This is an optimization exercise on Yosys and OpenROAD, whose aim is small area and a short achievable clock period, not a production implementation.
At most, simulation tests tie the RTL to the original design; equivalence was not proved.
Only the layout flow was run in runs 4 to 6; the RTL was not checked for function there.
Power and IR drop assume default switching activity.

==> design/flow/flow/run.sh <==
#!/bin/bash
# The standard layout, with plain buffers (instead of the default delay
# buffer) on the input and output ports.
set -euo pipefail
bash standard.sh 'BUFFER_PORTS_ARGS=-buffer_cell sky130_fd_sc_hd__buf_2' finish > standard.log 2>&1
==> design/flow/standard.sh <==
#!/bin/bash
# synth_recipe.tcl (not shown) runs the flow's synth.tcl, then flattens the netlist and writes it again
# the make line also repeats each setting of config.mk as NAME=value (left out here)
make -C /OpenROAD-flow-scripts/flow DESIGN_CONFIG=/design/flow/config.mk WORK_HOME=/design/flow/orfs CLKGATE_MAP_FILE= SYNTH_SCRIPT=/design/flow/synth_recipe.tcl "${@:-finish}"
==> design/flow/config.mk <==
export PLATFORM = sky130hd
export DESIGN_NAME = OV7670
export DESIGN_NICKNAME = OV7670
export VERILOG_FILES = /design/flow/design.v
export SDC_FILE = /design/flow/constraint.sdc
export NUM_CORES = 4
export LEC_CHECK = 0
export CAP_MARGIN = 10
export CORE_MARGIN = 2
export CORE_UTILIZATION = 40
export CTS_BUF_LIST = sky130_fd_sc_hd__clkbuf_4 sky130_fd_sc_hd__clkbuf_8
export GPL_ROUTABILITY_DRIVEN = 0
export GPL_TIMING_DRIVEN = 0
export SETUP_SLACK_MARGIN = 5
export SLEW_MARGIN = 10
==> design/flow/constraint.sdc <==
create_clock -name core_clock -period 8.0 [get_ports {Pclock}]
set_input_delay 1.6000 -clock core_clock [delete_from_list [all_inputs] [get_ports {Pclock}]]
set_output_delay 1.6000 -clock core_clock [all_outputs]
set_load 0.01 [all_outputs]
==> design/flow/design.v <==
module OV7670_gt #(parameter W = 8) (input [W-1:0] a, input [W-1:0] b, output y);
	wire [W:0] g;
	assign g[0] = 1'b0;
	genvar i;
	generate for (i = 0; i < W; i = i + 1) begin : s
		assign g[i+1] = (a[i] & ~b[i]) | ((a[i] | ~b[i]) & g[i]);
	end endgenerate
	assign y = g[W];
endmodule
module OV7670_inc #(parameter W = 8) (input [W-1:0] q, input en, output [W-1:0] y, output all1);
	assign y[0] = q[0] ^ en;
	genvar i;
	generate for (i = 1; i < W; i = i + 1) begin : s
		assign y[i] = q[i] ^ (en & (&q[i-1:0]));
	end endgenerate
	assign all1 = &q;
endmodule
module OV7670_updn #(parameter W = 8) (input [W-1:0] q, input up, input dn, output [W-1:0] y);
	assign y[0] = q[0] ^ (up | dn);
	genvar i;
	generate for (i = 1; i < W; i = i + 1) begin : s
		assign y[i] = q[i] ^ ((up & (&q[i-1:0])) | (dn & ~(|q[i-1:0])));
	end endgenerate
endmodule
module OV7670_col(
	input clk,
	input rst,
	input clr,        
	input vs_rise,
	input fall,       
	input rowclr,     
	input fresh,
	input fire,       
	output reg [11:0] Prom,
	output reg [7:0] Inc,
	output reg [7:0] D,
	output [1:0] shape   
);
	reg [5:0] A;      
	reg [6:0] E;      
	wire fbk = Prom[11] ^ Prom[5] ^ Prom[3] ^ Prom[0] ^ ~|Prom[10:0];
	wire [11:0] prom_n = fire ? {Prom[10:0], fbk} : Prom;
	wire [5:0] a_n;
	wire a_all1;
	OV7670_inc #(6) ia(.q(A), .en(fire), .y(a_n), .all1(a_all1));
	wire [6:0] e_dec;
	OV7670_updn #(7) ue(.q(E), .up(1'b0), .dn(fire), .y(e_dec));
	wire [6:0] e_n = {e_dec[6] ^ (fire & a_all1), e_dec[5:0]};
	wire up = E[6];
	wire dn = ~E[6] & (|E[5:0]);
	wire [7:0] inc_n;
	OV7670_updn #(8) uinc(.q(Inc), .up(up), .dn(dn), .y(inc_n));
	wire inc_is0 = ~|Inc;
	wire inc_is255 = &Inc;
	wire d_is0 = ~|D;
	wire d_zero = fresh | (up & d_is0 & ~inc_is255) | (dn & inc_is0);
	wire d_full = up & inc_is255;
	wire [7:0] d_step;
	OV7670_updn #(8) ud(.q(D), .up(dn), .dn(up), .y(d_step));
	wire inrange = (Inc > 8'd88) & (Inc < 8'd112);
	wire dgt12 = (D > 8'd12);
	assign shape = inrange ? ((fresh | dgt12) ? 2'b10 : 2'b01) : 2'b11;
	always @(posedge clk) begin
		Prom <= clr ? 12'd0 : prom_n;
		A <= (clr | rowclr) ? 6'd0 : a_n;
		if (clr) E <= 7'd0;
		else if (rowclr) E <= {1'b0, A};
		else E <= e_n;
		if (rst) Inc <= 8'd0;
		else if (vs_rise) Inc <= 8'd100;
		else if (fall) Inc <= inc_n;
		if (fall) D <= d_zero ? 8'd0 : d_full ? 8'd255 : d_step;
	end
endmodule
module OV7670(
	input Reset,
	output reg [11:0]  PixelData,
	output [14:0] PAddress,
	output reg WPixel,
	input Pclock,
	input Href,
	input Vsync,
	input [7:0] Data,
	output reg [1:0] Promedio,
	output reg [1:0] Forma
);
	reg Href_prev, VSync_prev, Sync;
	reg [7:0] XPixel, YPixel;
	reg [10:0] PAhi;             
	reg [1:0] fcol;              
	reg fk;                      
	reg rgtg, ggtr;              
	reg [3:0] cM;                
	reg armW, armR, armG, armB;  
	reg fresh;                   
	reg [2:0] fd;                
	reg gRG, gGR, gRB, gBR, gGB, gBG;  
	assign PAddress = {PAhi, XPixel[3:0]};
	wire vs_rise = Vsync & ~VSync_prev;
	wire fall    = ~Vsync & ~Href & Href_prev;
	wire hi_byte = ~Vsync & Href & ~Sync;
	wire lo_byte = ~Vsync & Href & Sync;
	wire clr = Reset | vs_rise;
	wire [7:0] xp1, yp1;
	wire x_all1, y_all1;
	OV7670_inc #(8) ix(.q(XPixel), .en(1'b1), .y(xp1), .all1(x_all1));
	OV7670_inc #(8) iy(.q(YPixel), .en(1'b1), .y(yp1), .all1(y_all1));
	wire x_ge175 = XPixel[7] & (XPixel[6] | XPixel[5] & (XPixel[4] | (&XPixel[3:0])));
	wire x_gt175 = XPixel[7] & (XPixel[6] | XPixel[5] & XPixel[4]);
	wire y_ge143 = YPixel[7] & (YPixel[6] | YPixel[5] | YPixel[4] | (&YPixel[3:0]));
	wire y_gt143 = YPixel[7] & (YPixel[6] | YPixel[5] | YPixel[4]);
	wire x_out_inc = x_ge175 & ~x_all1;
	wire y_out_inc = y_ge143 & ~y_all1;
	wire pd_zero = ~Vsync & (fall ? y_out_inc : (y_gt143 | (lo_byte ? x_out_inc : x_gt175)));
	wire x_lo15 = &XPixel[3:0];
	wire [6:0] U = PAhi[10:4];
	wire [3:0] L = PAhi[3:0];
	wire [6:0] u_up, u_dn;
	wire u_all1;
	OV7670_inc #(7) iu(.q(U), .en(1'b1), .y(u_up), .all1(u_all1));
	OV7670_updn #(7) du(.q(U), .up(1'b0), .dn(1'b1), .y(u_dn));
	wire [4:0] li = {1'b0, L} + 5'd1;
	wire [6:0] ui = li[4] ? (x_all1 ? U : u_up) : (x_all1 ? u_dn : U);
	wire [10:0] pa_inc = {ui, li[3:0]};
	wire [3:0] x4 = XPixel[7:4];
	wire [3:0] lfs = L + 4'd11 - x4;
	wire [4:0] x4p4 = {1'b0, x4} + 5'd4;
	wire fup;
	OV7670_gt #(5) cfu(.a({1'b0, L}), .b(x4p4), .y(fup));
	wire fdn = ~L[3] & ~L[2] & x4[3] & x4[2] & ((x4[1] & ~L[1]) | ((x4[1] | ~L[1]) & (x4[0] | ~L[0])));
	wire [6:0] uf = fup ? u_up : fdn ? u_dn : U;
	wire [4:0] lf = {1'b0, lfs};
	wire [10:0] pa_fall = y_all1 ? 11'd0 : {uf, lf[3:0]};
	wire xwin = (XPixel >= 8'd38) & (XPixel <= 8'd136);
	wire ywin = (YPixel >= 8'd23) & (YPixel <= 8'd121);
	wire [3:0] dR = Data[7:4];
	wire [3:0] dG = Data[3:0];
	wire d_rgtg, d_ggtr;
	OV7670_gt #(4) c0(.a(dR), .b(dG), .y(d_rgtg));
	OV7670_gt #(4) c1(.a(dG), .b(dR), .y(d_ggtr));
	wire d_wpre = ~Reset & hi_byte & xwin & ywin;
	always @(posedge Pclock) begin
		rgtg <= d_rgtg;
		ggtr <= d_ggtr;
		cM <= d_rgtg ? dR : dG;
		armW <= d_wpre;
		armR <= d_wpre & fk & (fcol == 2'd1) & d_rgtg;
		armG <= d_wpre & fk & (fcol == 2'd2) & d_ggtr;
		armB <= d_wpre & fk & (fcol == 2'd3);
	end
	wire [3:0] cB = Data[7:4];
	wire mgtb, bgtm;
	OV7670_gt #(4) c2(.a(cM), .b(cB), .y(mgtb));
	OV7670_gt #(4) c3(.a(cB), .b(cM), .y(bgtm));
	wire act = Href & ~Vsync;
	wire fireR = act & armR & mgtb;
	wire fireG = act & armG & mgtb;
	wire fireB = act & armB & bgtm;
	wire win = act & armW;
	wire bdom = bgtm;
	wire gdom = ggtr & mgtb;
	wire rdom = rgtg & mgtb;
	wire [1:0] cm = rgtg ? 2'd1 : 2'd2;
	wire mdom = mgtb & (rgtg | ggtr);
	wire sameB = (fcol == 2'd3);
	wire sameM = (fcol == cm);
	wire rowclr = fall & ~VSync_prev;
	wire [11:0] PR, PG, PB;
	wire [7:0] IR, IG, IB, DR, DG, DB;
	wire [1:0] SR, SG, SB;
	OV7670_col colR(.clk(Pclock), .rst(Reset), .clr(clr), .vs_rise(vs_rise), .fall(fall), .rowclr(rowclr), .fresh(fresh), .fire(fireR), .Prom(PR), .Inc(IR), .D(DR), .shape(SR));
	OV7670_col colG(.clk(Pclock), .rst(Reset), .clr(clr), .vs_rise(vs_rise), .fall(fall), .rowclr(rowclr), .fresh(fresh), .fire(fireG), .Prom(PG), .Inc(IG), .D(DG), .shape(SG));
	OV7670_col colB(.clk(Pclock), .rst(Reset), .clr(clr), .vs_rise(vs_rise), .fall(fall), .rowclr(rowclr), .fresh(fresh), .fire(fireB), .Prom(PB), .Inc(IB), .D(DB), .shape(SB));
	wire eRG = (PR == PG);
	wire eRB = (PR == PB);
	wire eGB = (PG == PB);
	wire zR = ~|PR;
	wire zG = ~|PG;
	wire zB = ~|PB;
	reg nRG, nGR, nRB, nBR, nGB, nBG;
	always @(*) begin
		{nRG, nGR, nRB, nBR, nGB, nBG} = {gRG, gGR, gRB, gBR, gGB, gBG};
		if (fd[0]) begin  
			nRG = ~zR & ~gGR;  nGR = zR ? ~zG : gGR & ~eRG;
			nRB = ~zR & ~gBR;  nBR = zR ? ~zB : gBR & ~eRB;
		end
		if (fd[1]) begin  
			nGR = ~zG & ~gRG;  nRG = zG ? ~zR : gRG & ~eRG;
			nGB = ~zG & ~gBG;  nBG = zG ? ~zB : gBG & ~eGB;
		end
		if (fd[2]) begin  
			nBR = ~zB & ~gRB;  nRB = zB ? ~zR : gRB & ~eRB;
			nBG = ~zB & ~gGB;  nGB = zB ? ~zG : gGB & ~eGB;
		end
	end
	wire rwin = nRG & nRB;
	wire gwin = nGR & nGB;
	wire bwin = nBR & nBG;
	wire [1:0] f_shape = rwin ? SR : gwin ? SG : SB;
	wire [1:0] p_n = rwin ? 2'b01 : gwin ? 2'b10 : bwin ? 2'b11 : 2'b00;
	wire [1:0] f_n = (rwin | gwin | bwin) ? f_shape : 2'b00;
	always @(posedge Pclock) begin
		if (Reset) begin
			Href_prev <= 1'b0;
			VSync_prev <= 1'b0;
			Sync <= 1'b0;
			WPixel <= 1'b0;
			XPixel <= 8'd0;
			YPixel <= 8'd0;
			PAhi <= 11'd0;
			PixelData <= 12'd0;
			fcol <= 2'd0;
			fk <= 1'b0;
			fresh <= 1'b1;
			fd <= 3'd0;
			{gRG, gGR, gRB, gBR, gGB, gBG} <= 6'd0;
			Promedio <= 2'd0;
			Forma <= 2'd0;
		end else begin
			Href_prev <= Href;
			VSync_prev <= Vsync;
			Sync <= hi_byte;
			WPixel <= lo_byte;
			if (Vsync | fall) XPixel <= 8'd0;
			else if (lo_byte) XPixel <= xp1;
			if (Vsync) YPixel <= 8'd0;
			else if (fall) YPixel <= yp1;
			if (Vsync) PAhi <= 11'd0;
			else if (fall) PAhi <= pa_fall;
			else if (lo_byte & x_lo15) PAhi <= pa_inc;
			if (pd_zero) PixelData <= 12'd0;
			else begin
				if (hi_byte) PixelData[11:4] <= Data;
				if (lo_byte) PixelData[3:0] <= Data[7:4];
			end
			if (win & bdom) begin
				fcol <= (sameB & fk) ? 2'd0 : 2'd3;
				fk <= sameB & ~fk;
			end else if (win & mdom) begin
				fcol <= (sameM & fk) ? 2'd0 : cm;
				fk <= sameM & ~fk;
			end
			fd <= {fireB, fireG, fireR};
			if (vs_rise) {gRG, gGR, gRB, gBR, gGB, gBG} <= 6'd0;
			else {gRG, gGR, gRB, gBR, gGB, gBG} <= {nRG, nGR, nRB, nBR, nGB, nBG};
			if (vs_rise) fresh <= 1'b1;
			else if (fall) fresh <= 1'b0;
			if (vs_rise) begin
				Promedio <= p_n;
				Forma <= f_n;
			end
		end
	end
endmodule
==> reports/qor.txt, run 1 <==
routed len/inst = 15.19 µm
area of the core region = 25840 µm²
number of nets in the layout = 1337
post-route total power = 0.001837 W
multiplexer fraction of the synthesized cell area = 4.247%
clock tree from TritonCTS = done
maximum vdd ir drop = 0.1038 mV
number of global-route vias before repair = 8148
total DRC errors in the routed layout = 0
die boundary width = 165.5 µm
clock-pin slew on the worst setup and hold paths = 0.10 ns
CTS Sinks = 193
per-instance average area after synthesis = 8.528 µm²
top_reg_cell synth = sky130_fd_sc_hd__dfxtp_1
Yosys Warn Count = 2
maximum number of pins on one net before global-route repair = 34
synthesized-area fraction occupied by xor and xnor cells = 11.30%
via count of the routed design = 8674
fraction of final layout cells with drive strength greater than 1 = 11.91%
slew at the pin closest to its max-slew limit = 0.8332 ns
post-synthesis net count = 1270
Crit. End Element = register
arrival time worst endpoint = 3.32 ns
cell breakdown of the critical path = clkbuf_4 > inv_12 > o31a_1 > a2111oi_4 > o2111ai_1 > nor2_1 > xnor3_1 > nor2_1
max frequency = 0.3427 GHz
number of DRC markers in iteration 0 = 447
buffer type at the clock tree root = sky130_fd_sc_hd__clkbuf_8
count of distinct cell types in the synthesized netlist = 75
Setup Skew = 0.01797 ns
critical path's most frequent cell = sky130_fd_sc_hd__nor2_1
sequential cell area fraction in the yosys report = 39.35%
number of enable-type register cells in the synthesized netlist = 24
initial standard-cell utilization of the core = 40.37%
most frequent cells in the layout = sky130_fd_sc_hd__dfxtp_1, sky130_fd_sc_hd__nor2_1, sky130_fd_sc_hd__nand2_1
wire length after detailed routing = 24860 µm
area share of fa/ha/maj cells after synthesis = 4.535%
total I/O pin count = 44
combined flip-flop and latch cell area = 4104 µm²
drt via density = 5.302
path type of the worst setup path = input pin to register
Setup WS pre-CTS = 4.360 ns
number of buffers created by CTS = 17
initial antenna violation count = 0
number of placement rows = 59
global routing usage summed across all routing layers = 18.65%
area taken by multi-input logic gates = 5957 µm²
setup repair after global routing missed its margin = yes
total grt overflow = 0
normalized max-slew margin = 44.46%
Fin Hold WS = 0.4560 ns
post-synthesis share of cell area spent on and, or, nand and nor gates = 22.16%
class of the tightest hold or removal check = register to register
vertical extent of the die = 165.5 µm
CP max stage delay = 0.32 ns
outcome = no timing/DRC/antenna violations
commonest non-fill, non-tap cell in the layout = sky130_fd_sc_hd__dfxtp_1
HPWL reported at the end of detailed placement = 17770 µm
share of the synthesized area in compound gates (AO/OA/AOI/OAI) = 13.62%
final core utilization = 45.43%
Diodes inserted = 0
sum of negative setup slack = 0 ns
H-tree depth = 4
Longest Clk Path Bufs = 2
min cycle time layout = 2.918 ns
antenna violation net count after detailed routing = 0
instance count of the mapped netlist = 1223
clock latency reported for the late side of the worst-skew pair = 0.48 ns
power density relative to cell area = 156.5 nW/µm²
Worst Slack Setup Final = 5.082 ns
die outline area = 27380 µm²
1st-pass router iterations = 4
main combinational cell family by area after synthesis = simple AND/OR/NAND/NOR gates
share of synthesized flip-flops with an asynchronous set or reset = 0%
CTS Hold Bufs = 0
Netlist Area Pre-Place = 10430 µm²
max-slew violations = 0
share of the cycle needed by the critical path after routing = 36.47%
maximum fanout count along the critical path = 5
type of element launching the critical path = input pin
count of final hold-check violations = 0
number of filler cells placed in the layout = 2590
Syn-to-layout area delta = 12.55%
number of buffers added on ports = 42
count of state elements after synthesis = 193
final setup violation count = 0
first-pass GRT wire length = 40790 µm
Crit path required time = 8.40 ns
Slowest cell on crit path = sky130_fd_sc_hd__xnor3_1
standby leakage power = 4.272 nW
count of maximum capacitance violations = 0
==> stage by stage <==
| step | area (µm²) | std cells |
|---|---|---|
| after CTS | 11650 | 1631 |
| final | 11740 | 1636 |
| after global placement | 11210 | 1600 |
| after detailed placement | 11210 | 1600 |
| after global routing | 11740 | 1636 |
| after floorplan | 10580 | 1223 |
==> worst max-delay path: cells and delay by family <==
family | cells | cell delay, ns
and+or+nand+nor | 2 | 0.31
buffers and inverters | 2 | 0.21
xor gates and xnor gates | 1 | 0.32
AOI/OAI and AO/OA | 3 | 0.87
==> synth_stat cells (6+ instances only) <==
cell / number / area (µm²)
sky130_fd_sc_hd__and2_1: 7 / 43.79
sky130_fd_sc_hd__nor2_1: 170 / 638.1
sky130_fd_sc_hd__a211oi_1: 14 / 105.1
sky130_fd_sc_hd__or3_1: 8 / 50.05
sky130_fd_sc_hd__nand2b_1: 13 / 81.33
sky130_fd_sc_hd__xor2_1: 40 / 350.3
sky130_fd_sc_hd__and3_1: 10 / 62.56
sky130_fd_sc_hd__inv_1: 46 / 172.7
sky130_fd_sc_hd__ha_1: 33 / 412.9
sky130_fd_sc_hd__buf_4: 9 / 67.56
sky130_fd_sc_hd__nor4_1: 17 / 106.4
sky130_fd_sc_hd__nand4_1: 25 / 156.4
sky130_fd_sc_hd__nand3_1: 33 / 165.2
sky130_fd_sc_hd__nor2b_1: 13 / 81.33
sky130_fd_sc_hd__buf_2: 8 / 40.04
sky130_fd_sc_hd__a211o_1: 6 / 52.55
sky130_fd_sc_hd__xnor2_1: 92 / 805.8
sky130_fd_sc_hd__o31ai_1: 8 / 60.06
sky130_fd_sc_hd__clkbuf_1: 46 / 172.7
sky130_fd_sc_hd__mux2i_1: 42 / 420.4
sky130_fd_sc_hd__o21ai_0: 43 / 215.2
sky130_fd_sc_hd__edfxtp_1: 24 / 720.7
sky130_fd_sc_hd__or4_1: 8 / 60.06
sky130_fd_sc_hd__nand2_1: 106 / 397.9
sky130_fd_sc_hd__a31oi_1: 17 / 106.4
sky130_fd_sc_hd__nor3_1: 29 / 145.1
sky130_fd_sc_hd__dfxtp_1: 169 / 3383
sky130_fd_sc_hd__a21oi_1: 93 / 465.5
==> layer usage <==
metal	part of all wire, %	GRT usage, %
met1	48	25.10
met2	47	31.12
met3	3.0	2.697
met4	1.7	5.408
met5	0	0
==> report_power, final <==
group / leakage (nW) / internal, W / total, W / switching (W)
Sequential: 1.59 / 0.000993 / 0.00100 / 0.0000123
Combinational: 2.46 / 0.0000386 / 0.000116 / 0.0000769
Clock: 0.215 / 0.000348 / 0.000717 / 0.000369
Total: 4.27 / 0.00138 / 0.00184 / 0.000458
==> sequential cells by signal, summed over array words and instances, names as in the netlist, 6 cells and up <==
register / cells
PixelData: 12
colB.Prom: 12
colG.Prom: 12
colR.Prom: 12
PAhi: 11
XPixel: 8
YPixel: 8
colB.D: 8
colB.Inc: 8
colG.D: 8
colG.Inc: 8
colR.D: 8
colR.Inc: 8
colB.E: 7
colG.E: 7
colR.E: 7
colB.A: 6
colG.A: 6
colR.A: 6
==> area by class of cell <==
type,count,share of cell area [%]
inverter,48,1.716
timing repair buffer,48,2.196
sequential,193,34.96
multi-input combinational,914,50.75
buffer,68,3.155
tap,335,3.571
clock buffer,18,2.110
clock inverter,12,1.546
==> final timing paths <==
path | startpoint | slack [ns] | cells after the start | endpoint
setup / recovery | Data[4] | 5.08 | 8 | colB.E[6]
setup reg to reg | XPixel[4] | 5.30 | 11 | PAhi[9]
hold / removal | Promedio[1] | 0.46 | 2 | Promedio[1]
hold reg to reg | Promedio[1] | 0.46 | 2 | Promedio[1]
==> logic make-up after synthesis <==
family          after synthesis
buf+inv                     116
fa+ha+maj                    37
simple gates                474
compound gates              226
flops                       193
xor+xnor                    133
mux                          44
==> what timing repair did <==
item                                    4_1_cts  5_1_grt
pin swaps                                     1        3
resized for setup                             3       22
hold endpoints to repair                      0        0
endpoints found under the setup margin       29       50
buffers inserted                              1        5
==> run 2: changes to the inputs <==
--- a/design/flow/config.mk
+++ b/design/flow/config.mk
@@ -7,9 +7,8 @@
 export LEC_CHECK = 0
 export CAP_MARGIN = 10
 export CORE_MARGIN = 2
-export CORE_UTILIZATION = 40
+export CORE_UTILIZATION = 50
 export CTS_BUF_LIST = sky130_fd_sc_hd__clkbuf_4 sky130_fd_sc_hd__clkbuf_8
-export GPL_ROUTABILITY_DRIVEN = 0
-export GPL_TIMING_DRIVEN = 0
+export PLACE_DENSITY = 0.65
 export SETUP_SLACK_MARGIN = 5
 export SLEW_MARGIN = 10
==> reports/qor.txt, run 2 <==
type of element launching the critical path = input pin
routed len/inst = 14.87 µm
source of the worst hold timing path = Promedio[1]
top_reg_cell synth = sky130_fd_sc_hd__dfxtp_1
HPWL reported at the end of detailed placement = 15240 µm
RR Endpoint = PAhi[7]
drt via density = 5.496
area taken by multi-input logic gates = 5963 µm²
critical path's top delay family = compound AO/OA/AOI/OAI gates
Netlist Area Pre-Place = 10430 µm²
total I/O pin count = 44
Setup Skew = 0.01823 ns
number of global-route vias before repair = 7718
switching part of the total = 27.49%
initial antenna violation count = 0
net switching power = 0.0004785 W
number of filler cells placed in the layout = 1867
combined flip-flop and latch cell area = 4104 µm²
Crit path required time = 8.41 ns
normalized max-slew margin = 51.52%
standby leakage power = 4.115 nW
class of the tightest hold or removal check = register to register
initial standard-cell utilization of the core = 51.22%
per-instance average area after synthesis = 8.528 µm²
instance count of the mapped netlist = 1223
destination of the worst hold path = Promedio[1]
number of buffers created by CTS = 17
worst flop-to-flop path startpoint = XPixel[4]
number of nets in the layout = 1282
fraction of final layout cells with drive strength greater than 1 = 11.14%
first-pass GRT wire length = 37540 µm
die outline area = 22030 µm²
clock tree from TritonCTS = done
top-count cell post-synth = sky130_fd_sc_hd__nor2_1
most frequent cells after synthesis = sky130_fd_sc_hd__nor2_1, sky130_fd_sc_hd__dfxtp_1, sky130_fd_sc_hd__nand2_1, sky130_fd_sc_hd__a21oi_1, sky130_fd_sc_hd__xnor2_1
share of the cycle needed by the critical path after routing = 36.66%
final setup violation count = 0
CTS Hold Bufs = 0
hold path cells = 2
count of maximum capacitance violations = 0
CP max stage delay = 0.35 ns
sum of negative setup slack = 0 ns
number of DRC markers in iteration 0 = 404
count of state elements after synthesis = 193
count of final hold-check violations = 0
number of buffers and inverters on the critical path = 2
CTS Sinks = 193
share of synthesized flip-flops with an asynchronous set or reset = 0%
H-tree depth = 4
power density relative to cell area = 153.3 nW/µm²
post-synthesis net count = 1270
Diodes inserted = 0
area of the core region = 20360 µm²
max frequency = 0.3409 GHz
most frequent cells in the layout = sky130_fd_sc_hd__dfxtp_1, sky130_fd_sc_hd__nor2_1, sky130_fd_sc_hd__nand2_1
buffer type at the clock tree root = sky130_fd_sc_hd__clkbuf_8
Crit. End Element = register
cell breakdown of the critical path = buf_2 > nor2b_4 > buf_12 > nand2_1 > a2111oi_4 > o2111ai_2 > nor2_2 > xnor3_1 > nor2_1
depth of the worst register-to-register path = 10
count of distinct cell types in the synthesized netlist = 75
Longest Clk Path Bufs = 2
total grt overflow = 0
commonest non-fill, non-tap cell in the layout = sky130_fd_sc_hd__dfxtp_1
maximum fanout count along the critical path = 10
arrival time worst endpoint = 3.34 ns
1st-pass router iterations = 7
sequential cell area fraction in the yosys report = 39.35%
Clock power frac = 35.9%
clock-pin slew on the worst setup and hold paths = 0.10 ns
sequential fraction of design power = 57.8%
number of placement rows = 52
maximum number of pins on one net before global-route repair = 66
combinational share of power = 6.2%
clock latency reported for the late side of the worst-skew pair = 0.48 ns
Slowest cell on crit path = sky130_fd_sc_hd__a2111oi_4
wire length after detailed routing = 22570 µm
global routing usage summed across all routing layers = 20.68%
outcome = no timing/DRC/antenna violations
via count of the routed design = 8343
Final GP Congestion = 0.8541
largest cells by area after synthesis = sky130_fd_sc_hd__dfxtp_1, sky130_fd_sc_hd__xnor2_1, sky130_fd_sc_hd__edfxtp_1, sky130_fd_sc_hd__nor2_1, sky130_fd_sc_hd__a21oi_1
min cycle time layout = 2.933 ns
Syn-to-layout area delta = 8.877%
non-filler cells, final = 1518
top cell type's share of synthesized area = 32.44%
path type of the worst setup path = input pin to register
total internal power = 0.001262 W
biggest area consumer among synthesized cells = sky130_fd_sc_hd__dfxtp_1
flop2flop setup slack = 5.26 ns
maximum vdd ir drop = 0.09874 mV
total DRC errors in the routed layout = 0
number of enable-type register cells in the synthesized netlist = 24
total placed cells including tap cells = 1473
setup repair after global routing missed its margin = yes
die boundary width = 148.4 µm
vertical extent of the die = 148.4 µm
slew at the pin closest to its max-slew limit = 0.7272 ns
Yosys Warn Count = 2
number of buffers added on ports = 43
antenna violation net count after detailed routing = 0
max-slew violations = 0
-- run 2: layout make-up --
type | instances | share of cell area, %
inverter | 48 | 1.950
timing repair buffer | 59 | 3.096
clock inverter | 15 | 1.267
sequential | 193 | 36.14
tap | 270 | 2.975
clock buffer | 17 | 2.060
multi-input combinational | 916 | 52.51
-- run 2: power by group through the flow --
stage                     clock network, W  logic [W]  registers, W
after detailed placement                 0   0.000103       0.00103
after floorplan                          0  0.0000749       0.00103
final                             0.000625   0.000108       0.00101
after global placement                   0   0.000102       0.00103
after CTS                         0.000642   0.000104       0.00101
after global routing              0.000680   0.000122       0.00101
-- run 2: what timing repair did --
item | CTS | global route
hold endpoints to repair | 0 | 0
gates cloned | 0 | 2
endpoints found under the setup margin | 66 | 51
gates resized for setup | 8 | 7
pin swaps | 2 | 4
setup buffers | 3 | 8
-- run 2: how the worst max path moves through the flow --
| stage | startpoint | endpoint | slack, ns | depth (start not counted) |
|---|---|---|---|---|
| floorplan | Data[4] | colB.E[1] | 4.91 | 9 |
| global placement | Vsync | colB.E[4] | 3.77 | 8 |
| detailed placement | Vsync | colB.E[4] | 3.72 | 8 |
| CTS | Vsync | colB.E[4] | 4.94 | 8 |
| global route | Data[5] | colR.E[3] | 4.90 | 9 |
| finish | Vsync | colB.E[6] | 5.07 | 9 |
-- run 2: metrics by stage --
stage          util (%)  hold WS [ns]  worst slack [ns]  instance area (µm²)  total power, W
2_1_floorplan         -        0.4537             4.913                10580        0.001101
3_3_place_gp      53.08        0.4380             3.770                10810        0.001130
3_5_place_dp      53.08        0.4442             3.718                10810        0.001131
4_1_cts           55.14        0.4590             4.936                11230        0.001753
5_1_grt           55.76        0.4833             4.897                11360        0.001811
6_report          55.76        0.4525             5.067                11360        0.001740
-- run 2: worst min-delay path: stages (launching register included) --
cell,delay [ns]
sky130_fd_sc_hd__dfxtp_1,0.32
sky130_fd_sc_hd__nand2_1,0.05
sky130_fd_sc_hd__a21oi_1,0.05
-- run 2: logic make-up (layout without fill, tap and decap cells) --
| family | count (synthesis) | after routing | share of synthesized area [%] |
|---|---|---|---|
| xor+xnor | 133 | 133 | 11.30 |
| flops | 193 | 193 | 39.35 |
| fa+ha+maj | 37 | 37 | 4.535 |
| buf+inv | 116 | 139 | 4.798 |
| simple gates | 474 | 476 | 22.16 |
| compound gates | 226 | 226 | 13.62 |
| mux | 44 | 44 | 4.247 |
-- run 2: per-layer routing --
layer / track usage, % / share of wire (%)
met5: 0 / 0
met2: 34.49 / 46
met4: 4.190 / 0.82
met3: 3.804 / 4.2
met1: 28.23 / 49
==> run 3: changes to the inputs <==
==> design/flow/flow/run.sh (replaced) <==
#!/bin/bash
# The standard layout, with plain buffers (instead of the default delay
# buffer) on the input and output ports.
set -euo pipefail
bash standard.sh 'BUFFER_PORTS_ARGS=-buffer_cell sky130_fd_sc_hd__buf_1' finish > standard.log 2>&1
--- a/design/flow/config.mk
+++ b/design/flow/config.mk
@@ -7,8 +7,7 @@
 export LEC_CHECK = 0
 export CAP_MARGIN = 10
 export CORE_MARGIN = 2
-export CORE_UTILIZATION = 50
+export CORE_UTILIZATION = 40
 export CTS_BUF_LIST = sky130_fd_sc_hd__clkbuf_4 sky130_fd_sc_hd__clkbuf_8
-export PLACE_DENSITY = 0.65
 export SETUP_SLACK_MARGIN = 5
 export SLEW_MARGIN = 10
==> reports/qor.txt, run 3 <==
outcome = no timing/DRC/antenna violations
per-instance average area after synthesis = 8.528 µm²
source of the worst hold timing path = PixelData[2]
instance count of the mapped netlist = 1223
post-route total power = 0.001790 W
worst flop-to-flop path startpoint = XPixel[4]
Slowest cell on crit path = sky130_fd_sc_hd__or4_1
Yosys Warn Count = 2
number of enable-type register cells in the synthesized netlist = 24
path type of the worst setup path = input pin to register
multiplexer fraction of the synthesized cell area = 4.247%
wire length after detailed routing = 23220 µm
area share of fa/ha/maj cells after synthesis = 4.535%
main combinational cell family by area after synthesis = simple AND/OR/NAND/NOR gates
CTS Sinks = 193
Crit. End Element = register
fraction of final layout cells with drive strength greater than 1 = 8.247%
count of final hold-check violations = 0
origin of the worst setup path = Vsync
maximum fanout count along the critical path = 20
post-synthesis share of cell area spent on and, or, nand and nor gates = 22.16%
power density relative to cell area = 156.4 nW/µm²
final setup violation count = 0
global routing usage summed across all routing layers = 17.38%
most frequent cells after synthesis = sky130_fd_sc_hd__nor2_1, sky130_fd_sc_hd__dfxtp_1, sky130_fd_sc_hd__nand2_1, sky130_fd_sc_hd__a21oi_1, sky130_fd_sc_hd__xnor2_1
share of the cycle needed by the critical path after routing = 36.71%
count of maximum capacitance violations = 0
first-pass GRT wire length = 38420 µm
buffer type at the clock tree root = sky130_fd_sc_hd__clkbuf_8
antenna violation net count after detailed routing = 0
post-detailed-placement cell area = 10850 µm²
sequential cell area fraction in the yosys report = 39.35%
H-tree depth = 4
drt via density = 5.271
Layout Cell Area excl Fill = 11450 µm²
cell breakdown of the critical path = buf_2 > nor2b_4 > and2_1 > nand3_1 > buf_8 > or4_1 > xor2_1 > a21oi_1
top_reg_cell synth = sky130_fd_sc_hd__dfxtp_1
1st-pass router iterations = 5
vertical extent of the die = 165.5 µm
total I/O pin count = 44
count of state elements after synthesis = 193
Netlist Area Pre-Place = 10430 µm²
most frequent cells in the layout = sky130_fd_sc_hd__dfxtp_1, sky130_fd_sc_hd__nor2_1, sky130_fd_sc_hd__nand2_1
number of buffers created by CTS = 17
area of the core region = 25840 µm²
slew at the pin closest to its max-slew limit = 0.7030 ns
Final GP Congestion = 0.8642
post-synthesis net count = 1270
total placed cells including tap cells = 1540
biggest area consumer among synthesized cells = sky130_fd_sc_hd__dfxtp_1
clock tree from TritonCTS = done
top-count cell post-synth = sky130_fd_sc_hd__nor2_1
sum of negative setup slack = 0 ns
synthesized-area fraction occupied by xor and xnor cells = 11.30%
clock latency reported for the late side of the worst-skew pair = 0.48 ns
min cycle time layout = 2.937 ns
HPWL reported at the end of detailed placement = 16050 µm
number of buffers and inverters on the critical path = 2
largest cells by area after synthesis = sky130_fd_sc_hd__dfxtp_1, sky130_fd_sc_hd__xnor2_1, sky130_fd_sc_hd__edfxtp_1, sky130_fd_sc_hd__nor2_1, sky130_fd_sc_hd__a21oi_1
via count of the routed design = 8349
final core utilization = 44.31%
max-slew violations = 0
Crit path required time = 8.35 ns
CP max stage delay = 0.44 ns
maximum number of pins on one net before global-route repair = 55
non-filler cells, final = 1584
die boundary width = 165.5 µm
routed len/inst = 14.66 µm
setup repair after global routing missed its margin = no
total grt overflow = 0
standby leakage power = 3.985 nW
share of the synthesized area in compound gates (AO/OA/AOI/OAI) = 13.62%
critical path's top delay family = simple AND/OR/NAND/NOR gates
count of distinct cell types in the synthesized netlist = 75
type of element launching the critical path = input pin
share of synthesized flip-flops with an asynchronous set or reset = 0%
Diodes inserted = 0
initial antenna violation count = 0
class of the tightest hold or removal check = register to register
normalized max-slew margin = 52.88%
die outline area = 27380 µm²
top cell type's share of synthesized area = 32.44%
clock-pin slew on the worst setup and hold paths = 0.12 ns
arrival time worst endpoint = 3.29 ns
total DRC errors in the routed layout = 0
initial standard-cell utilization of the core = 40.37%
max frequency = 0.3405 GHz
Setup Skew = 0.02273 ns
maximum vdd ir drop = 0.07821 mV
number of nets in the layout = 1284
number of global-route vias before repair = 7682
commonest non-fill, non-tap cell in the layout = sky130_fd_sc_hd__dfxtp_1
Longest Clk Path Bufs = 2
Syn-to-layout area delta = 9.753%
number of DRC markers in iteration 0 = 437
number of buffers added on ports = 43
number of placement rows = 59
run 3: cell counts after synthesis:
Identical to the previous run, type by type.
run 3: cell type report:
cell class	count	area [µm²]
fill	2573	14390
multi-input combinational	916	5974
sequential	193	4104
tap	335	419.2
timing repair buffer	61	321.6
clock buffer	17	234.0
inverter	48	221.5
clock inverter	14	172.7
run 3: cell families after synthesis:
family | Yosys count
buffers and inverters | 116
AO/OA/AOI/OAI | 226
AND/OR/NAND/NOR | 474
adder cells (fa/ha/maj) | 37
XOR/XNOR | 133
flip-flops | 193
multiplexers | 44
run 3: layer usage:
| layer | track usage, % | vias up | share of wire [%] |
|---|---|---|---|
| met1 | 24.17 | 3928 | 50 |
| met4 | 3.605 | 0 | 0.99 |
| met2 | 27.82 | 118 | 46 |
| met5 | 0 | - | 0 |
| li1 | - | 4287 | - |
| met3 | 3.721 | 16 | 3.6 |
run 3: worst register-to-register path, stage by stage, from the launching register on:
cell and delay (ns):
sky130_fd_sc_hd__dfxtp_1 0.54, sky130_fd_sc_hd__inv_1 0.12, sky130_fd_sc_hd__ha_1 0.23, sky130_fd_sc_hd__fa_1 0.38, sky130_fd_sc_hd__nor2b_1 0.15, sky130_fd_sc_hd__o31ai_1 0.19
sky130_fd_sc_hd__a21oi_1 0.20, sky130_fd_sc_hd__a21oi_4 0.26, sky130_fd_sc_hd__mux2_4 0.33, sky130_fd_sc_hd__a211o_1 0.26, sky130_fd_sc_hd__nand2_1 0.05
run 3: through the flow:
step                      hold slack, ns  worst slack (ns)
final                             0.4666             5.063
after global routing              0.4874             4.997
after CTS                         0.4668             5.000
after detailed placement          0.4481             3.704
after global placement            0.4425             3.761
after floorplan                   0.4537             4.913
run 3: timing repair:
action,4_1_cts,5_1_grt
gates cloned,2,0
hold buffers,0,0
resized for setup,15,8
setup buffers,2,9
endpoints found under the setup margin,76,36
pin swaps,3,5
run 3: power by group:
part / total, W / switching (W) / internal, W
logic: 0.000107 / 0.0000703 / 0.0000365
registers: 0.00101 / 0.0000140 / 0.000993
clock network: 0.000676 / 0.000389 / 0.000288
total: 0.00179 / 0.000473 / 0.00132
run 3: worst paths after layout:
kind	end	slack [ns]	depth (start not counted)
setup reg to reg	PAhi[9]	5.26	10
hold reg to reg	PixelData[2]	0.47	2
hold / removal	PixelData[2]	0.47	2
setup / recovery	colR.E[3]	5.06	8
==> run 4: changes to the inputs <==
--- a/design/flow/design.v
+++ b/design/flow/design.v
@@ -44,8 +44,9 @@
 	wire a_all1;
 	OV7670_inc #(6) ia(.q(A), .en(fire), .y(a_n), .all1(a_all1));
 	wire [6:0] e_dec;
-	OV7670_updn #(7) ue(.q(E), .up(1'b0), .dn(fire), .y(e_dec));
-	wire [6:0] e_n = {e_dec[6] ^ (fire & a_all1), e_dec[5:0]};
+	OV7670_updn #(7) ue(.q(E), .up(1'b0), .dn(1'b1), .y(e_dec));
+	wire [6:0] E1 = {e_dec[6] ^ a_all1, e_dec[5:0]};
+	wire [6:0] e_n = fire ? E1 : E;
 	wire up = E[6];
 	wire dn = ~E[6] & (|E[5:0]);
 	wire [7:0] inc_n;
==> design/flow/flow/run.sh (replaced) <==
#!/bin/bash
# The standard layout, with plain buffers (instead of the default delay
# buffer) on the input and output ports.
set -euo pipefail
bash standard.sh 'BUFFER_PORTS_ARGS=-buffer_cell sky130_fd_sc_hd__buf_2' finish > standard.log 2>&1
==> reports/qor.txt, run 4 <==
outcome = no timing/DRC/antenna violations
depth of the worst register-to-register path = 10
path type of the worst setup path = input pin to register
clock latency reported for the late side of the worst-skew pair = 0.49 ns
Layout Cell Area excl Fill = 11690 µm²
drt via density = 5.300
fraction of final layout cells with drive strength greater than 1 = 11.75%
via count of the routed design = 8586
number of filler cells placed in the layout = 2602
hold path cells = 2
per-instance average area after synthesis = 8.351 µm²
area of the core region = 25980 µm²
instance count on the critical path = 8
maximum vdd ir drop = 0.08266 mV
vertical extent of the die = 166.3 µm
combined flip-flop and latch cell area = 4105 µm²
1st-pass router iterations = 5
max-slew violations = 0
slew at the pin closest to its max-slew limit = 0.8684 ns
type of element launching the critical path = input pin
number of global-route vias before repair = 8054
maximum fanout count along the critical path = 13
critical path's most frequent cell = sky130_fd_sc_hd__o21ai_2
count of final hold-check violations = 0
CTS Hold Bufs = 0
Setup Skew = 0.02370 ns
final setup violation count = 0
count of maximum capacitance violations = 0
top_reg_cell synth = sky130_fd_sc_hd__dfxtp_1
post-synthesis net count = 1321
most frequent cells in the layout = sky130_fd_sc_hd__dfxtp_1, sky130_fd_sc_hd__nand2_1, sky130_fd_sc_hd__a21oi_1
number of placement rows = 59
post-detailed-placement cell area = 10990 µm²
maximum number of pins on one net before global-route repair = 45
cell breakdown of the critical path = buf_2 > nor2b_2 > and2_4 > nand2_1 > o21ai_2 > o21ai_2 > or3_1 > a21oi_1
share of the cycle needed by the critical path after routing = 38.11%
biggest area consumer among synthesized cells = sky130_fd_sc_hd__dfxtp_1
Crit path required time = 8.42 ns
min cycle time layout = 3.049 ns
Diodes inserted = 0
first-pass GRT wire length = 39470 µm
commonest non-fill, non-tap cell in the layout = sky130_fd_sc_hd__dfxtp_1
class of the tightest hold or removal check = register to register
instance count of the mapped netlist = 1262
die boundary width = 166.3 µm
die outline area = 27660 µm²
number of DRC markers in iteration 0 = 507
total I/O pin count = 44
critical path's top delay family = simple AND/OR/NAND/NOR gates
final core utilization = 44.98%
sum of negative setup slack = 0 ns
number of enable-type register cells in the synthesized netlist = 24
clock-pin slew on the worst setup and hold paths = 0.12 ns
Syn-to-layout area delta = 10.90%
number of buffers and inverters on the critical path = 1
initial standard-cell utilization of the core = 40.56%
buffer type at the clock tree root = sky130_fd_sc_hd__clkbuf_8
total DRC errors in the routed layout = 0
HPWL reported at the end of detailed placement = 16360 µm
clock tree from TritonCTS = done
top cell type's share of synthesized area = 32.10%
Netlist Area Pre-Place = 10540 µm²
count of state elements after synthesis = 193
global routing usage summed across all routing layers = 17.06%
CTS Sinks = 193
Final GP Congestion = 0.7972
largest cells by area after synthesis = sky130_fd_sc_hd__dfxtp_1, sky130_fd_sc_hd__edfxtp_1, sky130_fd_sc_hd__a21oi_1, sky130_fd_sc_hd__xor2_1, sky130_fd_sc_hd__nand2_1
number of buffers added on ports = 43
Longest Clk Path Bufs = 2
number of nets in the layout = 1332
power density relative to cell area = 150.8 nW/µm²
antenna violation net count after detailed routing = 0
total grt overflow = 0
top-count cell post-synth = sky130_fd_sc_hd__dfxtp_1
standby leakage power = 4.267 nW
setup repair after global routing missed its margin = yes
max frequency = 0.3280 GHz
Slowest cell on crit path = sky130_fd_sc_hd__or3_1
CP max stage delay = 0.37 ns
initial antenna violation count = 0
count of distinct cell types in the synthesized netlist = 80
normalized max-slew margin = 41.29%
sequential cell area fraction in the yosys report = 38.94%
routed len/inst = 14.77 µm
area taken by multi-input logic gates = 6077 µm²
number of buffers created by CTS = 17
arrival time worst endpoint = 3.47 ns
Fin Hold WS = 0.4621 ns
wire length after detailed routing = 23920 µm
Yosys Warn Count = 2
H-tree depth = 4
most frequent cells after synthesis = sky130_fd_sc_hd__dfxtp_1, sky130_fd_sc_hd__nand2_1, sky130_fd_sc_hd__a21oi_1, sky130_fd_sc_hd__nor2_1, sky130_fd_sc_hd__xor2_1
share of synthesized flip-flops with an asynchronous set or reset = 0%
Crit. End Element = register
==> run 4: cell count changes after synthesis, sizes merged, moves of 12 or more <==
| cell | change |
|---|---|
| nor2 | -68 |
| o21ai | +15 |
| or3 | +14 |
| nand2 | +60 |
| xnor2 | -43 |
| ha | +12 |
| mux2i | -24 |
| a21oi | +49 |
| xor2 | +33 |
| inv | +15 |
==> run 4: final cells by class <==
class / count / share of cell area [%]
repair buffers: 61 / 3.383
multi-input cells: 938 / 52.00
repair inverters: 1 / 0.07494
well taps: 335 / 3.586
clock buffers: 17 / 2.002
inverters: 61 / 2.419
clock inverters: 14 / 1.413
flip-flops and latches: 193 / 35.12
==> run 4: worst reg2reg max path, stage by stage, from the launching register on <==
cell                      delay (ns)
sky130_fd_sc_hd__dfxtp_1        0.36
sky130_fd_sc_hd__inv_1          0.05
sky130_fd_sc_hd__ha_1           0.21
sky130_fd_sc_hd__nand2_1        0.08
sky130_fd_sc_hd__or3_1          0.14
sky130_fd_sc_hd__ha_2           0.25
sky130_fd_sc_hd__or4b_1         0.50
sky130_fd_sc_hd__or3_1          0.42
sky130_fd_sc_hd__o41ai_4        0.30
sky130_fd_sc_hd__buf_4          0.21
sky130_fd_sc_hd__a21oi_1        0.05
==> run 4: cells by family after synthesis <==
group           Yosys count  share of synthesized area, %
mux                      22                         2.137
fa+ha+maj                51                         6.102
simple gates            455                         21.20
xor+xnor                122                         10.14
buf+inv                 132                         5.022
compound gates          287                         16.46
flops                   193                         38.94
==> run 4: final timing paths <==
kind,start,endpoint,slack [ns]
worst max-delay path,Vsync,PAhi[10],4.95
worst min-delay path,PixelData[0],PixelData[0],0.46
worst max register to register,colR.E[0],colR.D[5],5.18
worst min register to register,PixelData[0],PixelData[0],0.46
==> run 4: per-layer routing <==
layer	part of all wire [%]	GRT usage (%)	vias up
met5	0	0	-
met4	0.96	4.123	0
met3	2.7	3.074	16
met2	48	29.05	96
met1	49	22.53	4077
li1	-	-	4397
==> run 4: timing repair <==
action | in CTS | in global routing
gates cloned | 1 | 2
resized for setup | 32 | 9
pin swaps | 3 | 5
setup endpoints to repair | 106 | 63
buffers inserted | 4 | 8
==> run 4: report_power, final <==
group | switching [W] | total, W | internal, W
clock | 0.000411 | 0.000648 | 0.000238
sequential | 0.0000154 | 0.00101 | 0.000992
combinational | 0.0000661 | 0.000106 | 0.0000402
total | 0.000492 | 0.00176 | 0.00127
==> run 4: through the flow <==
stage | total power [W] | std cells | setup WS (ns)
after floorplan | 0.001096 | 1262 | 4.817
after global placement | 0.001127 | 1574 | 4.048
after detailed placement | 0.001129 | 1574 | 3.999
after CTS | 0.001777 | 1610 | 5.007
after global routing | 0.001833 | 1620 | 4.898
final | 0.001762 | 1620 | 4.951
==> run 5: changes to the inputs <==
==> design/flow/flow/run.sh (replaced) <==
#!/bin/bash
# The standard layout, with plain buffers (instead of the default delay
# buffer) on the input and output ports, and timing repair aimed at a
# setup slack of 5.2 ns.
set -euo pipefail
bash standard.sh 'BUFFER_PORTS_ARGS=-buffer_cell sky130_fd_sc_hd__buf_2' SETUP_SLACK_MARGIN=5.2 finish > standard.log 2>&1
==> reports/qor.txt, run 5 <==
Detail Route met3 WL = 907 µm
slew at the pin closest to its max-slew limit = 0.7480 ns
commonest non-fill, non-tap cell in the layout = sky130_fd_sc_hd__dfxtp_1
number of nets in the layout = 1352
critical path's top delay family = simple AND/OR/NAND/NOR gates
path type of the worst setup path = input pin to register
share of synthesized flip-flops with an asynchronous set or reset = 0%
Longest Clk Path Bufs = 2
worst flop-to-flop path startpoint = colR.E[0]
antenna violation net count after detailed routing = 0
largest cells by area after synthesis = sky130_fd_sc_hd__dfxtp_1, sky130_fd_sc_hd__edfxtp_1, sky130_fd_sc_hd__a21oi_1, sky130_fd_sc_hd__xor2_1, sky130_fd_sc_hd__nand2_1
share of the cycle needed by the critical path after routing = 35.07%
number of buffers and inverters on the critical path = 4
maximum number of pins on one net before global-route repair = 38
Slowest cell on crit path = sky130_fd_sc_hd__or3_1
count of final hold-check violations = 0
sum of negative setup slack = 0 ns
count of maximum capacitance violations = 0
arrival time worst endpoint = 3.22 ns
number of filler cells placed in the layout = 2507
maximum vdd ir drop = 0.09101 mV
count of distinct cell types in the synthesized netlist = 80
Final GP Congestion = 0.7899
routed len/inst = 15.27 µm
die outline area = 27660 µm²
origin of the worst setup path = Href
outcome = no timing/DRC/antenna violations
hold path cells = 2
per-instance average area after synthesis = 8.351 µm²
net switching power = 0.0004578 W
initial standard-cell utilization of the core = 40.56%
CP max stage delay = 0.34 ns
Setup Skew = 0.01914 ns
combinational share of power = 6.7%
H-tree depth = 4
cell breakdown of the critical path = buf_4 > nand2b_4 > or2_4 > buf_12 > buf_4 > o21ai_2 > o21ai_4 > buf_12 > or3_1 > a21oi_1
total I/O pin count = 44
buffer type at the clock tree root = sky130_fd_sc_hd__clkbuf_8
clock tree from TritonCTS = done
Crit. End Element = register
instance count of the mapped netlist = 1262
number of buffers added on ports = 43
drt via density = 5.381
via count of the routed design = 8831
power density relative to cell area = 147.4 nW/µm²
final setup violation count = 0
count of state elements after synthesis = 193
top_reg_cell synth = sky130_fd_sc_hd__dfxtp_1
RR Endpoint = colR.D[4]
normalized max-slew margin = 49.61%
top cell type's share of synthesized area = 32.10%
Yosys Warn Count = 2
number of enable-type register cells in the synthesized netlist = 24
1st-pass router iterations = 5
area of the core region = 25980 µm²
total grt overflow = 0
flop2flop setup slack = 5.28 ns
number of global-route vias before repair = 8155
clock latency reported for the late side of the worst-skew pair = 0.48 ns
switching part of the total = 25.51%
Crit path required time = 8.41 ns
most frequent cells after synthesis = sky130_fd_sc_hd__dfxtp_1, sky130_fd_sc_hd__nand2_1, sky130_fd_sc_hd__a21oi_1, sky130_fd_sc_hd__nor2_1, sky130_fd_sc_hd__xor2_1
vertical extent of the die = 166.3 µm
HPWL reported at the end of detailed placement = 16410 µm
combined flip-flop and latch cell area = 4109 µm²
first-pass GRT wire length = 41590 µm
worst setup path end = PAhi[9]
WL met1 = 12470 µm
global routing usage summed across all routing layers = 17.96%
top layer reached by signal wires = met4
number of buffers created by CTS = 17
total met2 wirelength after detailed routing = 11300 µm
type of element launching the critical path = input pin
total placed cells including tap cells = 1573
setup repair after global routing missed its margin = yes
initial antenna violation count = 0
class of the tightest hold or removal check = register to register
post-synthesis net count = 1321
number of placement rows = 59
max frequency = 0.3564 GHz
total internal power = 0.001337 W
CTS Sinks = 193
number of DRC markers in iteration 0 = 534
depth of the worst register-to-register path = 10
wire length after detailed routing = 25060 µm
most frequent cells in the layout = sky130_fd_sc_hd__dfxtp_1, sky130_fd_sc_hd__nand2_1, sky130_fd_sc_hd__a21oi_1
Netlist Area Pre-Place = 10540 µm²
Diodes inserted = 0
instance count on the critical path = 10
die boundary width = 166.3 µm
sequential fraction of design power = 56.1%
CTS Hold Bufs = 0
fraction of final layout cells with drive strength greater than 1 = 16.54%
Syn-to-layout area delta = 15.55%
maximum fanout count along the critical path = 12
area taken by multi-input logic gates = 6335 µm²
Clock power frac = 37.1%
total DRC errors in the routed layout = 0
Fin Hold WS = 0.4623 ns
biggest area consumer among synthesized cells = sky130_fd_sc_hd__dfxtp_1
standby leakage power = 4.434 nW
top-count cell post-synth = sky130_fd_sc_hd__dfxtp_1
non-filler cells, final = 1641
max-slew violations = 0
min cycle time layout = 2.806 ns
clock-pin slew on the worst setup and hold paths = 0.11 ns
sequential cell area fraction in the yosys report = 38.94%
## run 5: power by group through the flow
stage | clock, W | sequential [W] | combinational, W
after floorplan | 0 | 0.00103 | 0.0000739
after global placement | 0 | 0.00103 | 0.000101
after detailed placement | 0 | 0.00103 | 0.000102
after CTS | 0.000686 | 0.00101 | 0.000115
after global routing | 0.000724 | 0.00101 | 0.000133
final | 0.000666 | 0.00101 | 0.000121
## run 5: metal layers
metal  up-vias  global-route usage (%)
met3        32                   3.217
met2       145                   28.02
met4         0                   5.510
li1       4449                       -
met1      4205                   25.38
met5         -                       0
## run 5: metrics by stage
step	power, W	area, µm²	utilization (%)	setup WS, ns
final	0.001795	12180	46.87	5.194
after global routing	0.001868	12180	46.87	5.157
after CTS	0.001808	11890	45.77	5.203
after detailed placement	0.001131	11080	42.64	3.875
after global placement	0.001130	11080	42.64	3.887
after floorplan	0.001099	10830	-	4.817
## run 5: worst register-to-register path, cell delays in order, from the launching register on
cell and delay (ns):
sky130_fd_sc_hd__dfxtp_1 0.36, sky130_fd_sc_hd__inv_1 0.06, sky130_fd_sc_hd__ha_1 0.22, sky130_fd_sc_hd__nand2_1 0.10, sky130_fd_sc_hd__or3_4 0.15, sky130_fd_sc_hd__ha_4 0.17, sky130_fd_sc_hd__or4b_1 0.50, sky130_fd_sc_hd__or3_4 0.39
sky130_fd_sc_hd__o41ai_4 0.28, sky130_fd_sc_hd__buf_4 0.20, sky130_fd_sc_hd__a21oi_1 0.05
## run 5: layout make-up
type | count | area share (%)
Multi-Input combinational cell | 937 | 52.02
Sequential cell | 193 | 33.74
Timing Repair Buffer | 77 | 4.706
Tap cell | 335 | 3.442
Inverter | 61 | 2.312
Clock buffer | 20 | 2.106
Clock inverter | 12 | 1.223
Timing Repair inverter | 6 | 0.4521
## run 5: logic make-up (layout without fill, tap and decap cells)
logic type | after synthesis | in the layout | share of synthesized area (%)
compound gates | 287 | 287 | 16.46
xor+xnor | 122 | 122 | 10.14
fa+ha+maj | 51 | 51 | 6.102
buf+inv | 132 | 176 | 5.022
flops | 193 | 193 | 38.94
mux | 22 | 22 | 2.137
simple gates | 455 | 455 | 21.20
## run 5: worst min path at each step
stage / startpoint / end / slack (ns)
global placement: PixelData[3] / PixelData[3] / 0.44
global route: PixelData[1] / PixelData[1] / 0.47
detailed placement: PixelData[0] / PixelData[0] / 0.45
finish: PixelData[1] / PixelData[1] / 0.46
CTS: PixelData[0] / PixelData[0] / 0.46
floorplan: Sync / Sync / 0.43
## run 5: what timing repair did
action                     CTS  global route
setup endpoints to repair  141            78
cloned                       3             4
resized for setup           48            31
pin swaps                    8            11
buffers inserted            17            12
==> run 6: changes to the inputs <==
==> design/flow/flow/run.sh (replaced) <==
#!/bin/bash
# The standard layout, with plain buffers (instead of the default delay
# buffer) on the input and output ports, and timing repair aimed at a
# setup slack of 5.1 ns.
set -euo pipefail
bash standard.sh 'BUFFER_PORTS_ARGS=-buffer_cell sky130_fd_sc_hd__buf_2' SETUP_SLACK_MARGIN=5.1 finish > standard.log 2>&1
==> reports/qor.txt, run 6 <==
outcome = no timing/DRC/antenna violations
total DRC errors in the routed layout = 0
die boundary width = 166.3 µm
origin of the worst setup path = Data[5]
H-tree depth = 4
number of buffers added on ports = 43
final core utilization = 45.75%
antenna violation net count after detailed routing = 0
post-synthesis net count = 1321
number of enable-type register cells in the synthesized netlist = 24
flop2flop setup slack = 5.28 ns
Fin Hold WS = 0.4592 ns
count of state elements after synthesis = 193
count of maximum capacitance violations = 0
clock-pin slew on the worst setup and hold paths = 0.11 ns
number of DRC markers in iteration 0 = 524
number of filler cells placed in the layout = 2574
sequential cell area fraction in the yosys report = 38.94%
min cycle time layout = 2.821 ns
share of the cycle needed by the critical path after routing = 35.26%
slew at the pin closest to its max-slew limit = 0.7596 ns
path type of the worst setup path = input pin to register
power density relative to cell area = 148.6 nW/µm²
CTS Hold Bufs = 0
Syn-to-layout area delta = 12.81%
total I/O pin count = 44
Yosys Warn Count = 2
routed len/inst = 15.07 µm
per-instance average area after synthesis = 8.351 µm²
depth of the worst register-to-register path = 10
Setup Skew = 0.02507 ns
initial antenna violation count = 0
final setup violation count = 0
CTS Sinks = 193
clock latency reported for the late side of the worst-skew pair = 0.48 ns
drt via density = 5.300
fraction of final layout cells with drive strength greater than 1 = 14.12%
1st-pass router iterations = 5
max frequency = 0.3545 GHz
area of the core region = 25980 µm²
most frequent cells after synthesis = sky130_fd_sc_hd__dfxtp_1, sky130_fd_sc_hd__nand2_1, sky130_fd_sc_hd__a21oi_1, sky130_fd_sc_hd__nor2_1, sky130_fd_sc_hd__xor2_1
hold path cells = 2
number of buffers created by CTS = 17
total grt overflow = 0
global routing usage summed across all routing layers = 17.40%
biggest area consumer among synthesized cells = sky130_fd_sc_hd__dfxtp_1
top cell type's share of synthesized area = 32.10%
combined flip-flop and latch cell area = 4105 µm²
worst flop-to-flop path startpoint = colR.E[0]
setup repair after global routing missed its margin = no
most frequent cells in the layout = sky130_fd_sc_hd__dfxtp_1, sky130_fd_sc_hd__nand2_1, sky130_fd_sc_hd__a21oi_1
Layout Cell Area excl Fill = 11890 µm²
count of final hold-check violations = 0
arrival time worst endpoint = 3.19 ns
count of distinct cell types in the synthesized netlist = 80
maximum fanout count along the critical path = 7
number of global-route vias before repair = 8000
instance count of the mapped netlist = 1262
top_reg_cell synth = sky130_fd_sc_hd__dfxtp_1
Diodes inserted = 0
top-count cell post-synth = sky130_fd_sc_hd__dfxtp_1
number of placement rows = 59
area taken by multi-input logic gates = 6232 µm²
Longest Clk Path Bufs = 2
post-detailed-placement cell area = 11000 µm²
Crit path required time = 8.37 ns
number of nets in the layout = 1342
Final GP Congestion = 0.8213
vertical extent of the die = 166.3 µm
source of the worst hold timing path = PixelData[0]
Netlist Area Pre-Place = 10540 µm²
HPWL reported at the end of detailed placement = 16540 µm
die outline area = 27660 µm²
Crit. End Element = register
buffer type at the clock tree root = sky130_fd_sc_hd__clkbuf_8
largest cells by area after synthesis = sky130_fd_sc_hd__dfxtp_1, sky130_fd_sc_hd__edfxtp_1, sky130_fd_sc_hd__a21oi_1, sky130_fd_sc_hd__xor2_1, sky130_fd_sc_hd__nand2_1
clock tree from TritonCTS = done
maximum vdd ir drop = 0.1071 mV
commonest non-fill, non-tap cell in the layout = sky130_fd_sc_hd__dfxtp_1
type of element launching the critical path = input pin
maximum number of pins on one net before global-route repair = 37
via count of the routed design = 8644
max-slew violations = 0
sum of negative setup slack = 0 ns
first-pass GRT wire length = 40200 µm
normalized max-slew margin = 48.80%
class of the tightest hold or removal check = register to register
share of synthesized flip-flops with an asynchronous set or reset = 0%
initial standard-cell utilization of the core = 40.56%
wire length after detailed routing = 24580 µm
standby leakage power = 4.313 nW
-- run 6: changes by cell type in the layout (fill, tap and decap cells not counted), moves of 4 or more --
| cell | before | now |
|---|---|---|
| sky130_fd_sc_hd__buf_4 | 30 | 21 |
| sky130_fd_sc_hd__nand3_2 | 6 | 1 |
| sky130_fd_sc_hd__nand2_1 | 155 | 159 |
| sky130_fd_sc_hd__nand3_1 | 22 | 27 |
-- run 6: worst paths after layout --
path,end
max,fcol[0]
min,PixelData[0]
max reg2reg,colR.D[6]
min reg2reg,PixelData[0]
-- run 6: what timing repair did --
item                                    4_1_cts  5_1_grt
hold endpoints to repair                      0        0
gates resized for setup                      40       24
endpoints found under the setup margin      144       74
cloned                                        3        2
setup buffers                                 7       14
pin swaps                                     8        7
-- run 6: critical path, stage by stage --
cell,delay [ns]
sky130_fd_sc_hd__buf_2,0.15
sky130_fd_sc_hd__nor2b_4,0.15
sky130_fd_sc_hd__o311ai_4,0.24
sky130_fd_sc_hd__a31oi_2,0.15
sky130_fd_sc_hd__or3_4,0.43
sky130_fd_sc_hd__mux2_2,0.27
sky130_fd_sc_hd__o21ai_1,0.12
sky130_fd_sc_hd__a21oi_1,0.06
-- run 6: cells by family (layout without fill, tap and decap cells) --
group                      after synthesis  in the layout  share of synthesized area (%)
AOI/OAI and AO/OA                      287            288                          16.46
DFF                                    193            193                          38.94
and+or+nand+nor                        455            456                          21.20
xor gates and xnor gates               122            122                          10.14
muxes                                   22             22                          2.137
adders and majority gates               51             51                          6.102
buffers and inverters                  132            164                          5.022
-- run 6: through the flow --
step / instances / setup slack [ns] / power, W
floorplan: 1262 / 4.817 / 0.001097
global placement: 1573 / 3.698 / 0.001127
detailed placement: 1573 / 3.617 / 0.001128
CTS: 1615 / 5.058 / 0.001779
global route: 1631 / 5.095 / 0.001841
finish: 1631 / 5.179 / 0.001767
-- run 6: where the power goes --
part / internal, W / switching, W / total (W)
sequential: 0.000992 / 0.0000154 / 0.00101
combinational: 0.0000446 / 0.0000697 / 0.000114
clock: 0.000264 / 0.000381 / 0.000645
total: 0.00130 / 0.000466 / 0.00177
-- run 6: layer usage --
metal  GRT usage [%]  part of all wire, %  vias up  wire length (µm)
li1                -                    -     4441                 -
met4           3.448                 0.87        0               214
met3           3.027                  3.0       18               738
met1           23.54                   49     4083             12000
met2           29.35                   47      102             11630
met5               0                    0        -                 0
-- run 6: area by class of cell --
type                    instances  share of cell area [%]
clock inverters                14                   1.189
repair buffers                 68                   3.662
well taps                     335                   3.526
flip-flops and latches        193                   34.53
multi-input cells             939                   52.42
repair inverters                3                  0.2210
clock buffers                  18                   2.084
inverters                      61                   2.368

[what the ideal ports hide]
Ports are ideal in the flow. The routed layouts listed here were re-timed in OpenROAD.
Step 1: set_driving_cell puts a clkbuf_16 on Pclock and a buf_2 on each other input, an assumption about the parent block.
Step 2 also shifts input and output timing later by t, the mid clock arrival at the registers, as if the neighbouring blocks saw the same clock.
a / b / c = ideal ports / drivers / drivers and shift; a / b = the first two.
| run | t (ns) | setup slack, ns | hold WS [ns] |
|---|---|---|---|
| run 1 | 0.518 | 5.082 / 5.104 / 4.586 | 0.456 / 0.456 / 0.456 |
| run 2 | 0.513 | 5.067 / 5.081 / 4.568 | 0.452 / 0.452 / 0.452 |
| run 3 | 0.512 | 5.063 / 5.084 / 4.573 | 0.467 / 0.467 / 0.467 |
| run 4 | 0.523 | 4.951 / 4.962 / 4.439 | 0.462 / 0.462 / 0.462 |
| run 5 | 0.520 | 5.194 / 5.207 / 4.688 | 0.462 / 0.462 / 0.462 |
| run 6 | 0.508 | 5.179 / 5.156 / 4.692 | 0.459 / 0.459 / 0.459 |
After both steps every run listed still meets setup and hold. The setup slack of run 4, which loses most, moves by +0.011 ns with the drivers and by -0.512 ns with both steps.
